What follows belongs to an exercise in optimizing a design on an open flow for small area, a short achievable clock period and few clock cycles per item; a production flow would make more cautious choices.
In this exercise RTL edits were held to simulation tests only and were not proved equivalent to the original.
Power is estimated from default activity; no workload was simulated.

$ cat design/flow/config.mk
export PLATFORM = sky130hd
export DESIGN_NAME = booth
export DESIGN_NICKNAME = booth
export VERILOG_FILES = /design/flow/design.v
export SDC_FILE = /design/flow/constraint.sdc
export NUM_CORES = 4
export LEC_CHECK = 0
export CAP_MARGIN = 20
export CORE_MARGIN = 2
export CORE_UTILIZATION = 40
export PLACE_DENSITY = 0.6
export SLEW_MARGIN = 20
$ cat design/flow/constraint.sdc
create_clock -name core_clock -period 6.0 [get_ports {clk}]
set_input_delay 1.2000 -clock core_clock [delete_from_list [all_inputs] [get_ports {clk}]]
set_output_delay 1.2000 -clock core_clock [all_outputs]
set_load 0.01 [all_outputs]
$ cat design/flow/design.v
module booth(clk, rst, inp, mtpr, mtpd, done, adds, subs, prod);
    input clk;
    input rst;
    input inp;
    input [31:0] mtpr;
    input [31:0] mtpd;
    output reg done;
    output reg [5:0] adds;
    output reg [5:0] subs;
    output reg [63:0] prod;
    reg signed [63:0] multiplier;
    reg signed [63:0] multiplicand;
    localparam [63:0] tmp = 64'b1111111111111111111111111111111111111111111111111111111111111111;
    reg [5:0] pos;
    reg k;
    always @(posedge clk) begin
        if (rst == 1) begin
            done <= 1;
            pos <= 32;
        end
        else if (inp == 1) begin
            multiplier <= $signed(mtpr << 1);
            multiplicand <= $signed(mtpd);
            adds <= 0;
            subs <= 0;
            prod <= 0;
            done <= 0;
            pos <= 0;
        end
        else if (pos < 32) begin
            if (multiplier[0] == 1 && multiplier[1] == 0) begin
                adds = adds + 1;
                prod = prod + multiplicand;
            end
            else if (multiplier[1] == 1 && multiplier[0] == 0) begin
                subs = subs + 1;
                prod = prod - multiplicand;
            end
            pos <= pos+1;
            multiplier = multiplier >>> 1;
            multiplicand = multiplicand << 1;
            k = multiplier[0];
            if ((k == 0 && multiplier == 0) || (k == 1 && multiplier == tmp)) begin
                done <= 1;
                pos <= 32;
            end
        end
    end
endmodule
$ cat design/flow/run.sh
#!/bin/bash
# synth_recipe.tcl (not shown) runs the flow's synth.tcl, then flattens the netlist and writes it again
# the make line also repeats each setting of config.mk as NAME=value (left out here)
make -C /OpenROAD-flow-scripts/flow DESIGN_CONFIG=/design/flow/config.mk WORK_HOME=/design/flow/orfs CLKGATE_MAP_FILE= SYNTH_SCRIPT=/design/flow/synth_recipe.tcl finish
==> run notes <==
per-layer routing:
layer / wire length (um) / vias to the layer above / GRT usage
met5: 0 / - / 0
met4: 778 / 0 / 0.0486
met3: 1920 / 51 / 0.0269
met2: 16200 / 291 / 0.312
met1: 16800 / 5215 / 0.277
li1: - / 5293 / -
area by class of cell:
| class | instances | area, um^2 |
|---|---|---|
| fillers | 3167 | 17200 |
| repair buffers | 154 | 1510 |
| well taps | 448 | 561 |
| flip-flops and latches | 211 | 6270 |
| multi-input cells | 1029 | 7090 |
| clock buffers | 31 | 669 |
| inverters | 59 | 224 |
| clock inverters | 15 | 153 |
cell usage after synthesis (all sizes together), types with 5 or more instances:
cell / count
edfxtp: 204
nor2: 138
a21oi: 105
o21ai: 95
ha: 81
nand2: 80
xnor2: 75
a21o: 63
mux2: 62
inv: 59
xor2: 50
clkbuf: 48
nand4: 44
nor3: 29
nor4: 25
nand3: 22
o21bai: 18
a31oi: 15
nor2b: 15
and3: 13
o31ai: 9
a21boi: 8
buf: 7
dfxtp: 7
or4: 7
and2: 6
o21a: 6
a211oi: 5
registers in the layout (all words and copies together), names as in the netlist:
| register | cells |
|---|---|
| multiplicand | 64 |
| adds | 6 |
| done | 1 |
| subs | 6 |
| multiplier | 64 |
| pos | 6 |
| prod | 64 |
logic make-up after synthesis:
kind of cell / count (synthesis) / synth area share
AND/OR/NAND/NOR: 406 / 0.149
XOR/XNOR: 125 / 0.0795
buffers and inverters: 115 / 0.0319
multiplexers: 63 / 0.0514
flip-flops: 211 / 0.455
adder cells (fa/ha/maj): 82 / 0.0751
AO/OA/AOI/OAI: 353 / 0.158
worst max-delay path by stage:
| stage | slack [ns] | to | from |
|---|---|---|---|
| after floorplan | 0.81 | prod[0]$_SDFFCE_PP0P_ | multiplier[1]$_DFFE_PP_ |
| after global placement | 0.44 | prod[58]$_SDFFCE_PP0P_ | multiplicand[0]$_SDFFCE_PN0P_ |
| after detailed placement | 0.40 | prod[51]$_SDFFCE_PP0P_ | multiplicand[0]$_SDFFCE_PN0P_ |
| after CTS | 0.35 | prod[58]$_SDFFCE_PP0P_ | multiplicand[1]$_DFFE_PP_ |
| after global routing | -0.01 | prod[51]$_SDFFCE_PP0P_ | multiplicand[1]$_DFFE_PP_ |
| final | 0.36 | prod[51]$_SDFFCE_PP0P_ | multiplicand[1]$_DFFE_PP_ |
through the flow:
| stage | total power, uW | setup WS (ns) | cells |
|---|---|---|---|
| global route | 4910 | -0.0102 | 1947 |
| floorplan | 2770 | 0.809 | 1355 |
| finish | 4670 | 0.355 | 1947 |
| detailed placement | 3160 | 0.400 | 1901 |
| global placement | 3150 | 0.438 | 1901 |
| CTS | 4700 | 0.351 | 1947 |
critical path, stage by stage, from the launching register on:
cell,delay (ns)
edfxtp_1,0.39
inv_1,0.11
ha_1,0.19
or4b_2,0.66
and4bb_2,0.46
and2_1,0.20
nor2_1,0.06
xor2_1,0.16
ha_1,0.41
nand4_1,0.21
or3_1,0.43
a211oi_1,0.56
o311ai_2,0.21
a21oi_1,0.37
o31ai_1,0.19
nand2_1,0.28
a21boi_0,0.19
mux2_2,0.30
power by group through the flow:
| stage | Sequential [uW] | Combinational, uW | Clock [uW] |
|---|---|---|---|
| 2_1_floorplan | 1890 | 877 | 0 |
| 4_1_cts | 1870 | 1260 | 1570 |
| 6_report | 1870 | 1270 | 1530 |
| 3_3_place_gp | 1900 | 1250 | 0 |
| 3_5_place_dp | 1900 | 1260 | 0 |
| 5_1_grt | 1880 | 1410 | 1620 |
==> run notes <==
clock power share=0.327; antenna violations before repair=0; post-CTS sizing=0; switching pwr=between 1000 and 1500 uW; hold slack=just under 0.5 ns; Cells after Synth=approximately 1.4k; first drt pass iteration count=5; post-synth net total=1504; critical path endpoint category=register; area delta synth->final=19.7%; most common cell after layout, fill and taps aside=edfxtp_1; IO buf count=around 140; Mapped Area=roughly 14000 um^2; r2r endpoint=prod[51]$_SDFFCE_PP0P_; CP required=6.29 ns; worst reg2reg startpoint=multiplicand[1]$_DFFE_PP_; Synth Area per Inst=between 10 and 15 um^2; sequential share of the synthesized area=0.455; Clock Root Buffer=clkbuf_16; Core Rows=67; chip height=about 190 um; die area=~36000 um^2; largest net degree at the start of global routing=between 80 and 90; Synth cell types=74; Final GP Congestion=~0.94; period utilisation layout=0.941; CTS buffer count=26; Final Max Tran Viols=0; YS warnings=1; CP arrival=5.94 ns; Ports=~140; Worst slew margin=0.308; H-tree levels=1; most frequent cells in the layout=edfxtp_1, clkdlybuf4s50_1, nor2_1; Clock Latency Late Sink=between 0.5 and 0.6 ns; Total GRT Usage=0.194; R2R Setup Slk=between 0.3 and 0.4 ns; die width=190 um; setup_tns=0 ns; Top FF cell, synth=edfxtp_1; Synth Register Bits=211; switch share=0.311; DR vias=between 10k and 15k; Post-DRT Antenna Nets=0; Yosys top cell area share=0.445; grt ovf=0; min Tclk post-route=~5.6 ns; critical path fanouts, max=7; final net count=~1.6k; Post-Place Cell Area=approximately 16000 um^2; Initial Utilization=0.409; fin area=between 15000 and 20000 um^2; hold_buf cts=0; Flop pwr share=0.401; max-capacitance violation count=0; Antenna diodes=0; maximum clock path buffer count=3; static leakage=approximately 0.0062 uW; Max Clock Skew=approximately 0.021 ns; Async SR Flop Fraction=0; Hold Path Depth=2; final hold vios=0; hold wc startpoint=done$_SDFFE_PP1P_; Tightest Hold Check Type=register to register; Setup Buffers After CTS=0; Internal=between 3000 and 4000 uW; Tightest Pin Transition=between 1 and 1.5 ns; Iter 0 DRT Violations=676; Hold EP=done$_SDFFE_PP1P_; Crit Path Category=register to register; Finished Core Util=0.489; Final setup violation count=0; CTS Sinks=211; ranking of synthesized cells by area=edfxtp_1, ha_1, mux2_2; Peak Freq=between 150 and 200 MHz; Power Density=roughly 280 nW/um^2; core outline area=~34000 um^2; number of synthesized flops with an enable pin=between 200 and 250; vias in the first global route=roughly 10k; Worst VDD drop=between 0.0002 and 0.00025 V; proportion of layout cells with a drive suffix above 1=0.0914; Remaining DRCs=0; post-DR vias/cell=5.57; logic gate share of total power=0.272; Reg clk slew, reported paths=about 0.060 ns; outcome=complete, no violations; Post-DP HPWL=roughly 26 mm; first-pass GRT wire length=roughly 56 mm; critical path launch point type=register; routed len/inst=18.3 um; TritonCTS clock tree=yes; r2r worst-path depth=17; total wire length=roughly 36 mm; cell taking the most area after synthesis=edfxtp_1
Testbench counts, summed over its fixed seeds: cycles 54,804, items 2,400.

-- static timing again, ports no longer ideal --
In the flow no input, the clock included, has a driving cell. The finished layout below was timed again as built, in two steps.
Step 1 (the two cells are an assumption about what drives the block):
set clk [get_ports {clk}]
set_driving_cell -lib_cell sky130_fd_sc_hd__clkbuf_16 $clk
set_driving_cell -lib_cell sky130_fd_sc_hd__buf_2 [delete_from_list [all_inputs] $clk]
Step 2 adds t to the input delays and takes it off the output delays; t is the mean of the earliest and latest rising clock arrival at the registers after step 1. Input paths then give back, and output paths get back, about the clock's delay inside the block.
Three values: ideal, step 1, step 2; two values: the first two.
shift t [ns]: 0.596
setup slack, ns: 0.355 / 0.355 / 0.355
worst setup path after step 2: register to register
After both steps this run still meets setup and hold. For this run, drivers alone change the setup slack by 0.000 ns; drivers and shift together by 0.000 ns.
